What follows belongs to an exercise in optimizing a design on an open flow for small area and a short achievable clock period; a production flow would make more cautious choices. At most, simulation tests tie the RTL to the original design; equivalence was not proved. No activity file was given, so power comes from the tool's default toggle rates.

==> trial 13: inputs <==
Design wavlet, start of the top module:
module wavlet(
	input clk,
	input rst_n,
	input [15:0] data_in,
	output reg signed [20:0] data_out_hd,
	output reg signed [20:0] data_out_ld
);
Settings: LEC_CHECK=0, CAP_MARGIN=20, CORE_MARGIN=2, CORE_UTILIZATION=40, SLEW_MARGIN=20; clock period 12.0 ns.
standard.sh (not shown) runs the stock make flow with config.mk's settings and CLKGATE_MAP_FILE= SYNTH_SCRIPT=/design/flow/synth_recipe.tcl, a recipe that flattens the netlist after the stock synthesis.
==> flow/flow/run.sh <==
#!/bin/bash
# Own layout flow: the standard synthesis (unchanged), then flipfa2.py, a
# netlist pass that removes inverters (a full adder is
# self-dual, and many gates have a complement cell), then the standard
# layout with plain buffers (buf_4 instead of clkdlybuf4s50_1) on the ports,
# and with ORFS's timing repair aiming at a setup slack of $MARGIN ns (the
# constraints are unchanged: the clock is still the design's period).
# If a layout attempt fails (e.g. a routing fault the extractor rejects), the
# layout steps are run again with a slightly different placement density.
set -uo pipefail
W=$PWD
R=$W/orfs/results/$FLOW_PLATFORM/wavlet/base
bash standard.sh "$R/1_2_yosys.v" > "$W/synth.log" 2>&1 || exit 1
cp "$R/1_2_yosys.v" "$W/yosys_standard.v"
python3 flow/flipfa2.py "$FLOW_HOME/platforms/$FLOW_PLATFORM/lib/sky130_fd_sc_hd__tt_025C_1v80.lib" "$W/yosys_standard.v" "$W/yosys_flipped.v" 1500 > "$W/flipfa.log" 2>&1 || exit 1
cp "$W/yosys_flipped.v" "$R/1_2_yosys.v"
export BUFFER_PORTS_ARGS="-buffer_cell sky130_fd_sc_hd__buf_4"
MARGIN=8.45
n=0
for dens in "" 0.58 0.62 0.55; do
  n=$((n + 1))
  if [[ -n "$dens" ]]; then
    rm -f "$R"/[2-6]_* "$W"/orfs/logs/"$FLOW_PLATFORM"/wavlet/base/[2-6]_*
    bash standard.sh SETUP_SLACK_MARGIN=$MARGIN PLACE_DENSITY=$dens finish > "$W/layout$n.log" 2>&1 && exit 0
  else
    bash standard.sh SETUP_SLACK_MARGIN=$MARGIN finish > "$W/layout$n.log" 2>&1 && exit 0
  fi
done
exit 1
Other scripts of this flow, unchanged in this note and not shown: flow/flow/flipfa2.py
==> trial 55: changes against trial 13 <==
--- a/flow/config.mk
+++ b/flow/config.mk
@@ -8,4 +8,6 @@
 export CAP_MARGIN = 20
 export CORE_MARGIN = 2
 export CORE_UTILIZATION = 40
+export CTS_CLUSTER_DIAMETER = 80
+export CTS_CLUSTER_SIZE = 30
 export SLEW_MARGIN = 20
==> qor summary <==
quantity                                                                trial 55        trial 13
Run status                                                        finished clean  finished clean
Resized cells post-CTS                                                        16              11
Area of combinational cells with multiple inputs                     10900 sq um     10900 sq um
Arrival time worst endpoint                                              1.09 ns         1.13 ns
P_seq                                                                  0.00150 W       0.00151 W
First-pass GRT wire length                                               63.3 mm         63.6 mm
Number of cells traversed by the worst register-to-register path               6               9
Achievable Freq                                                        0.287 GHz       0.283 GHz
FILL cells                                                                  4018            3989
Drt wl/cell                                                              19.3 um         19.2 um
GR Layer Usage met1                                                        24.9%           24.5%
Post-layout worst setup margin                                           8.51 ns         8.47 ns
WL final                                                                 37.9 mm         38.0 mm
Worst-case hold path end point                                            er3[3]          er3[1]
CP max stage delay                                                       0.40 ns         0.41 ns
Crit share post-route                                                      29.1%           29.4%
Routed metal-1 wirelength                                                16.5 mm         16.1 mm
Non-clock buffer total of the final layout                                    76              71
Worst reg2reg endpoint                                                 hd_s2_6_1       hd_s1_1_0
Hold WS                                                                 0.373 ns        0.377 ns
Transition at the pin with the smallest max-transition slack            0.910 ns        0.909 ns
Final net count                                                             1828            1834
Vias per Instance                                                           4.96            4.92
Total power per unit cell area                                       270 nW/um^2     277 nW/um^2
WL met3                                                                  1.25 mm         1.65 mm


==> v25 <==
wavlet, a different RTL version from the one above (not shown whole).
## wavlet
module wavlet(
	input clk,
	input rst_n,
	input [15:0] data_in,
	output reg signed [20:0] data_out_hd,
	output reg signed [20:0] data_out_ld
);
export LEC_CHECK = 0
export CAP_MARGIN = 20
export CORE_MARGIN = 2
export CORE_UTILIZATION = 40
export CTS_CLUSTER_DIAMETER = 80
export CTS_CLUSTER_SIZE = 30
export SLEW_MARGIN = 20
create_clock -name core_clock -period 12.0 [get_ports {clk}]
Scripts as last shown in full above: flow/flow/run.sh
Other scripts of this flow, unchanged in this note and not shown: flow/flow/flipfa2.py
==> inputs of v37, as changes to v25 <==
- CTS_CLUSTER_DIAMETER: 80 -> 100
- CTS_CLUSTER_SIZE: 30 -> 40
==> comparison table <==
Worst slew margin relative to its limit: v37 36.93%; v25 37.55%
Met1 Use GR: v37 24.51%; v25 24.55%
Worst hold endpoint: v37 er3[6]$_DFF_PN0_; v25 er3[11]$_DFF_PN0_
Clock transition time at the flip-flop clock pins of the worst setup and hold paths: v37 110 ps; v25 100 ps
Finished Cell Area: v37 20300 um^2; v25 20440 um^2
Sequential cell area: v37 6581 um^2; v25 6585 um^2
Final core occ: v37 44.73%; v25 45.03%
Run status: v37 finished clean; v25 finished clean
Detail-routed via count per cell: v37 4.837; v25 4.835
Met3 layer wire length in the routed design: v37 2053 um; v25 1920 um
Design Power: v37 0.005458 W; v25 0.005563 W
Final critical-path required period: v37 3469 ps; v25 3465 ps
Length of the first detailed-routing pass in iterations: v37 5; v25 4
Clock distribution power: v37 0.000593 W; v25 0.000705 W
Number of vias after detailed routing: v37 9737; v25 9747
Combinational gate power: v37 0.00347 W; v25 0.00346 W
Total routing usage reported by global routing: v37 17.49%; v25 17.60%
Multi-input logic portion of the cell area: v37 53.51%; v25 53.15%
Hold Startpoint: v37 er2[6]$_DFF_PN0_; v25 er2[11]$_DFF_PN0_
Via count of the first global-routing pass: v37 10920; v25 10930
Reg-to-reg startpoint: v37 er1[10]$_DFFE_PN0N_; v25 or1[5]$_DFFE_PN0P_
Highest achievable clock rate: v37 288.2 MHz; v25 288.6 MHz
Starting DRT DRC Count: v37 520; v25 507
Count of clock-net buffers in the final layout: v37 18; v25 19
No run of this note included a check of the RTL's function; only the layout flow was run.

-- static timing again, ports no longer ideal --
The flow's constraints put no driver on any port. The routed layouts listed below were extracted and timed again, unchanged, in two steps.
Step 1, drivers: a clkbuf_16 drives clk and a buf_2 each remaining input, both assumed.
Step 2 also shifts input and output timing later by t, the mid clock arrival at the registers, as if the neighbouring blocks saw the same clock.
a / b / c = ideal / step 1 / step 2; a / b = the first two.
run | t, ns | setup slack, ns | worst hold slack (ns) | worst slew at a driven data input, ns
trial 13 | 0.636 | 8.472 / 8.420 / 8.174 | 0.377 / 0.377 / 0.377 | 0.06
trial 55 | 0.581 | 8.513 / 8.461 / 8.266 | 0.373 / 0.373 / 0.373 | 0.06
v25 | 0.583 | 8.535 / 8.478 / 8.197 | 0.383 / 0.383 / 0.383 | 0.06
v37 | 0.562 | 8.531 / 8.475 / 8.164 | 0.385 / 0.385 / 0.385 | 0.06
After both steps setup and hold are still met in every run listed. For v37, which loses most, drivers alone change the setup slack by -0.056 ns; drivers and shift together by -0.367 ns. Setup slack includes reset recovery checks.
